What follows belongs to an exercise in optimizing a design on an open flow for small area, a short achievable clock period and few clock cycles; a production flow would make more cautious choices.

## indigo
==> module msb_pos, before the edit <==
module msb_pos(x, pos);
input [31:0] x;
output reg [4:0] pos;
integer i;
always @(*)
begin
	pos = 5'd0;
	for (i = 0; i < 32; i = i + 1)
		if (x[i]) pos = i;
end
endmodule
==> module div_align, before the edit <==
module div_align(rem, dvs, dvs_aligned, digits);
input [31:0] rem, dvs;
output [31:0] dvs_aligned;
output [3:0] digits;         
wire [4:0] msb_r, msb_d;
msb_pos pr(rem, msb_r);
msb_pos pd(dvs, msb_d);
wire [4:0] shift = (msb_r > msb_d) ? (msb_r - msb_d) : 5'd0;
assign dvs_aligned = dvs << {shift[4:1], 1'b0};
assign digits = shift[4:1];
endmodule
==> module div_step, before the edit <==
module div_step(rem, dvs, digit, rem_next);
input [31:0] rem, dvs;
output [1:0] digit;
output [31:0] rem_next;
wire [33:0] b1 = {2'b00, dvs};
wire [33:0] b2 = {1'b0, dvs, 1'b0};
wire [34:0] d1 = {3'b000, rem} - {1'b0, b1};
wire [34:0] d2 = {3'b000, rem} - {1'b0, b2};
wire [34:0] ca = {3'b000, rem};
wire [34:0] cb = ~{1'b0, b1};
wire [34:0] cc = ~{1'b0, b2};
wire [34:0] cs_s = ca ^ cb ^ cc;
wire [34:0] cs_c = (ca & cb) | (ca & cc) | (cb & cc);
wire [35:0] d3w = {cs_s, 1'b1} + {cs_c[33:0], 1'b1, 1'b1};
wire [34:0] d3 = d3w[35:1];
wire ge1 = ~d1[34];
wire ge2 = ~d2[34];
wire ge3 = ~d3[34];
assign digit = ge3 ? 2'd3 : ge2 ? 2'd2 : ge1 ? 2'd1 : 2'd0;
assign rem_next = ge3 ? d3[31:0] : ge2 ? d2[31:0] : ge1 ? d1[31:0] : rem;
endmodule
==> module acc_digit, before the edit <==
module acc_digit(acc, pos, digit, acc_next);
input [31:0] acc;
input [3:0] pos;
input [1:0] digit;
output [31:0] acc_next;
wire [15:0] at = 16'd1 << pos;      
reg [15:0] above;                   
reg [15:0] run;                     
integer k;
always @(*)
begin
	above[0] = 1'b0;
	for (k = 1; k < 16; k = k + 1)
		above[k] = above[k-1] | at[k-1];
	run[0] = 1'b1;
	for (k = 1; k < 16; k = k + 1)
		run[k] = run[k-1] & (~above[k-1] | (acc[2*k-1] & acc[2*k-2]));
end
wire [1:0] pair = acc[2*pos +: 2];
wire [2:0] pair_sum = {1'b0, pair} + {1'b0, digit};
genvar g;
generate
	for (g = 0; g < 16; g = g + 1)
	begin : grp
		wire c = pair_sum[2] & run[g];
		assign acc_next[2*g+1:2*g] = at[g] ? pair_sum[1:0]
			: above[g] ? {acc[2*g+1] ^ (c & acc[2*g]), acc[2*g] ^ c}
			: acc[2*g+1:2*g];
	end
endgenerate
endmodule
==> module Single_Reduction, before the edit <==
module Single_Reduction(sum,page_rank,out_deg,clk,reset,start,new_sum,done);
input [31:0] sum;
input [31:0] page_rank;
input [31:0] out_deg;
input clk;
input reset;
input start;
output reg [31:0] new_sum;
output reg [0:0] done;
localparam S_IDLE = 2'd0, S_ALIGN = 2'd1, S_ITER = 2'd2;
reg [1:0] state;
reg [31:0] rem;      
reg [31:0] dvs;      
reg [3:0] cnt;       
wire [31:0] dvs_aligned;
wire [3:0] digits;
wire [1:0] digit;
wire [31:0] rem_next;
wire [31:0] acc_next;
div_align al(rem, dvs, dvs_aligned, digits);
div_step st(rem, dvs, digit, rem_next);
acc_digit ac(new_sum, cnt, digit, acc_next);
always @(posedge clk, negedge reset)
begin
	if (!reset)
	begin
		state <= S_IDLE;
		done <= 1'b0;
	end
	else
	begin
		done <= 1'b0;
		case (state)
		S_IDLE: if (start) state <= S_ALIGN;
		S_ALIGN: state <= S_ITER;
		S_ITER: if (cnt == 4'd0)
		begin
			state <= S_IDLE;
			done <= 1'b1;
		end
		default: state <= S_IDLE;
		endcase
	end
end
always @(posedge clk)
begin
	case (state)
	S_IDLE:
	begin
		rem <= page_rank;
		dvs <= out_deg;
		new_sum <= sum;
	end
	S_ALIGN:
	begin
		dvs <= dvs_aligned;
		cnt <= digits;
	end
	default:
	begin
		rem <= rem_next;
		dvs <= {2'b00, dvs[31:2]};
		new_sum <= acc_next;
		cnt <= cnt - 4'd1;
	end
	endcase
end
endmodule
==> flow/config.mk <==
export PLATFORM = sky130hd
export DESIGN_NAME = Single_Reduction
export DESIGN_NICKNAME = Single_Reduction
export VERILOG_FILES = /design/flow/design.v
export SDC_FILE = /design/flow/constraint.sdc
export NUM_CORES = 4
export LEC_CHECK = 0
export ABC_AREA = 1
export CAP_MARGIN = 20
export CORE_MARGIN = 2
export CORE_UTILIZATION = 40
export SLEW_MARGIN = 20
==> flow/constraint.sdc <==
create_clock -name core_clock -period 15.0 [get_ports {clk}]
set_input_delay 3.0000 -clock core_clock [delete_from_list [all_inputs] [get_ports {clk}]]
set_output_delay 3.0000 -clock core_clock [all_outputs]
set_load 0.01 [all_outputs]
standard.sh (not shown) runs the stock make flow with config.mk's settings and CLKGATE_MAP_FILE= SYNTH_SCRIPT=/design/flow/synth_recipe.tcl, a recipe that flattens the netlist after the stock synthesis.
==> flow/flow/run.sh <==
#!/bin/bash
# Layout flow: the standard flow (standard.sh), with the standard synthesis unchanged, and two
# changes to the layout steps:
#  - the port buffers are sky130_fd_sc_hd__buf_2 (the default pick is a slow delay buffer);
#  - repair_timing works to a setup slack margin, so that it sizes and buffers the critical
#    paths although the 15 ns clock leaves them slack. The SDC and clock period are unchanged.
# Each step's full output goes to a log of its own here; ORFS keeps per-stage logs under orfs/logs.
set -uo pipefail
MARGIN=10
bash standard.sh synth > synth.log 2>&1 || exit 1
bash standard.sh BUFFER_PORTS_ARGS="-buffer_cell sky130_fd_sc_hd__buf_2" SETUP_SLACK_MARGIN=$MARGIN finish > layout.log 2>&1 || exit 1
> inputs changed (indigo -> tundra)
==> flow/design.v <==
module msb_pos(x, pos);
input [31:0] x;
output [4:0] pos;
reg [31:0] t;                
integer i, s;
always @(*)
begin
	t = x;
	for (s = 1; s < 32; s = s * 2)
		for (i = 0; i < 32; i = i + 1)
			if (i + s < 32) t[i] = t[i] | x[i+s] | t[i+s];
end
wire [31:0] first = t & ~{1'b0, t[31:1]};    
genvar b;
generate
	for (b = 0; b < 5; b = b + 1)
	begin : enc
		wire [31:0] m;
		genvar k;
		for (k = 0; k < 32; k = k + 1)
		begin : sel
			assign m[k] = ((k >> b) & 1) ? first[k] : 1'b0;
		end
		assign pos[b] = |m;
	end
endgenerate
endmodule
module div_align(rem, dvs, dvs_aligned, digits);
input [31:0] rem, dvs;
output [31:0] dvs_aligned;
output [3:0] digits;         
wire [4:0] msb_r, msb_d;
msb_pos pr(rem, msb_r);
msb_pos pd(dvs, msb_d);
wire [4:0] shift = (msb_r > msb_d) ? (msb_r - msb_d) : 5'd0;
wire [31:0] sh2 = shift[1] ? {dvs[29:0], 2'b00} : dvs;
wire [31:0] sh4 = shift[2] ? {sh2[27:0], 4'h0} : sh2;
wire [31:0] sh8 = shift[3] ? {sh4[23:0], 8'h00} : sh4;
assign dvs_aligned = shift[4] ? {sh8[15:0], 16'h0000} : sh8;
assign digits = shift[4:1];
endmodule
module div_step(rem, dvs, ge, rem_next);
input [31:0] rem, dvs;
output [2:0] ge;                     
wire [1:0] digit;
output [31:0] rem_next;
wire [33:0] b1 = {2'b00, dvs};
wire [33:0] b2 = {1'b0, dvs, 1'b0};
wire [34:0] d1 = {3'b000, rem} - {1'b0, b1};
wire [34:0] d2 = {3'b000, rem} - {1'b0, b2};
wire [34:0] ca = {3'b000, rem};
wire [34:0] cb = ~{1'b0, b1};
wire [34:0] cc = ~{1'b0, b2};
wire [34:0] cs_s = ca ^ cb ^ cc;
wire [34:0] cs_c = (ca & cb) | (ca & cc) | (cb & cc);
wire [35:0] d3w = {cs_s, 1'b1} + {cs_c[33:0], 1'b1, 1'b1};
wire [34:0] d3 = d3w[35:1];
wire ge1 = ~d1[34];
wire ge2 = ~d2[34];
wire ge3 = ~d3[34];
assign digit = ge3 ? 2'd3 : ge2 ? 2'd2 : ge1 ? 2'd1 : 2'd0;
assign ge = {ge3, ge2, ge1};
assign rem_next = ge3 ? d3[31:0] : ge2 ? d2[31:0] : ge1 ? d1[31:0] : rem;
endmodule
module acc_digit(acc, pos, ge1, ge2, ge3, acc_next);
input [31:0] acc;
input [3:0] pos;
input ge1, ge2, ge3;
output [31:0] acc_next;
wire [15:0] at = 16'd1 << pos;      
reg [15:0] above;                   
reg [15:0] run;                     
integer k;
always @(*)
begin
	above[0] = 1'b0;
	for (k = 1; k < 16; k = k + 1)
		above[k] = above[k-1] | at[k-1];
	run[0] = 1'b1;
	for (k = 1; k < 16; k = k + 1)
		run[k] = run[k-1] & (~above[k-1] | (acc[2*k-1] & acc[2*k-2]));
end
wire [1:0] pair = acc[2*pos +: 2];
wire cout = (ge1 & pair[1] & pair[0]) | (ge2 & pair[1]) | (ge3 & (pair[1] | pair[0]));
wire odd = ge1 & ~ge2 | ge3;
wire lo = pair[0] ? ~odd : odd;
wire hi_flip = ge2 ? ~(odd & pair[0]) : (odd & pair[0]);
wire hi = pair[1] ? ~hi_flip : hi_flip;
genvar g;
generate
	for (g = 0; g < 16; g = g + 1)
	begin : grp
		wire c = cout & run[g] & above[g];
		assign acc_next[2*g]   = at[g] ? lo : (c ? ~acc[2*g] : acc[2*g]);
		assign acc_next[2*g+1] = at[g] ? hi : ((c & acc[2*g]) ? ~acc[2*g+1] : acc[2*g+1]);
	end
endgenerate
endmodule
module Single_Reduction(sum,page_rank,out_deg,clk,reset,start,new_sum,done);
input [31:0] sum;
input [31:0] page_rank;
input [31:0] out_deg;
input clk;
input reset;
input start;
output reg [31:0] new_sum;
output reg [0:0] done;
localparam S_IDLE = 2'd0, S_ALIGN = 2'd1, S_ITER = 2'd2;
reg [1:0] state;
reg [31:0] rem;      
reg [31:0] dvs;      
reg [3:0] cnt;       
wire [31:0] dvs_aligned;
wire [3:0] digits;
wire [2:0] ge;
wire [31:0] rem_next;
wire [31:0] acc_next;
div_align al(rem, dvs, dvs_aligned, digits);
div_step st(rem, dvs, ge, rem_next);
acc_digit ac(new_sum, cnt, ge[0], ge[1], ge[2], acc_next);
always @(posedge clk, negedge reset)
begin
	if (!reset)
	begin
		state <= S_IDLE;
		done <= 1'b0;
	end
	else
	begin
		done <= 1'b0;
		case (state)
		S_IDLE: if (start) state <= S_ALIGN;
		S_ALIGN: state <= S_ITER;
		S_ITER: if (cnt == 4'd0)
		begin
			state <= S_IDLE;
			done <= 1'b1;
		end
		default: state <= S_IDLE;
		endcase
	end
end
always @(posedge clk)
begin
	case (state)
	S_IDLE:
	begin
		rem <= page_rank;
		dvs <= out_deg;
		new_sum <= sum;
	end
	S_ALIGN:
	begin
		dvs <= dvs_aligned;
		cnt <= digits;
	end
	default:
	begin
		rem <= rem_next;
		dvs <= {2'b00, dvs[31:2]};
		new_sum <= acc_next;
		cnt <= cnt - 4'd1;
	end
	endcase
end
endmodule
==> comparison <==
tundra vs. indigo: count of unique library cells instantiated by Yosys increased about 3.4%; number of buffers outside the clock class in the layout shrank by 15%; fraction of final layout cells sized beyond drive strength 1 down 6.2 points.
The global-route wire length before repair in tundra is 1.16 times that in indigo.
Diff indigo -> tundra | first-iteration detailed-routing DRC count | increase of 294
In the tables for indigo and tundra, proportion of synthesized chip area in sequential cells reads higher with indigo.
Sort indigo and tundra by data-path buffer share of cell area in the final layout desc -> top: indigo
Run comparison: tundra cell type of the slowest stage on the worst timing path edfxtp_1; indigo cell type of the slowest stage on the worst timing path a221oi_1
No run of this note included a check of the RTL's function; only the layout flow was run.

static timing again, ports no longer ideal:
The flow's constraints put no driver on any port. The routed layouts listed below were extracted and timed again, unchanged, in two steps.
Step 1 sets driving cells, clkbuf_16 on the clock port and buf_2 on the other inputs (assumed; they add their load-dependent delay and slew).
Step 2 moves the port delays by t, midway between the first and last clock arrival at a register: inputs arrive t later, outputs are due t later. That takes back most of the time a late clock gives input paths.
a / b / c = no drivers / after step 1 / after step 2; a / b = the first two.
run	shift t [ns]	setup WS [ns]	worst data-port slew with drivers (ns)
indigo	0.435	10.206 / 10.206 / 10.206	0.04
tundra	0.447	10.226 / 10.226 / 10.226	0.05
After both steps setup and hold are still met in every run listed.
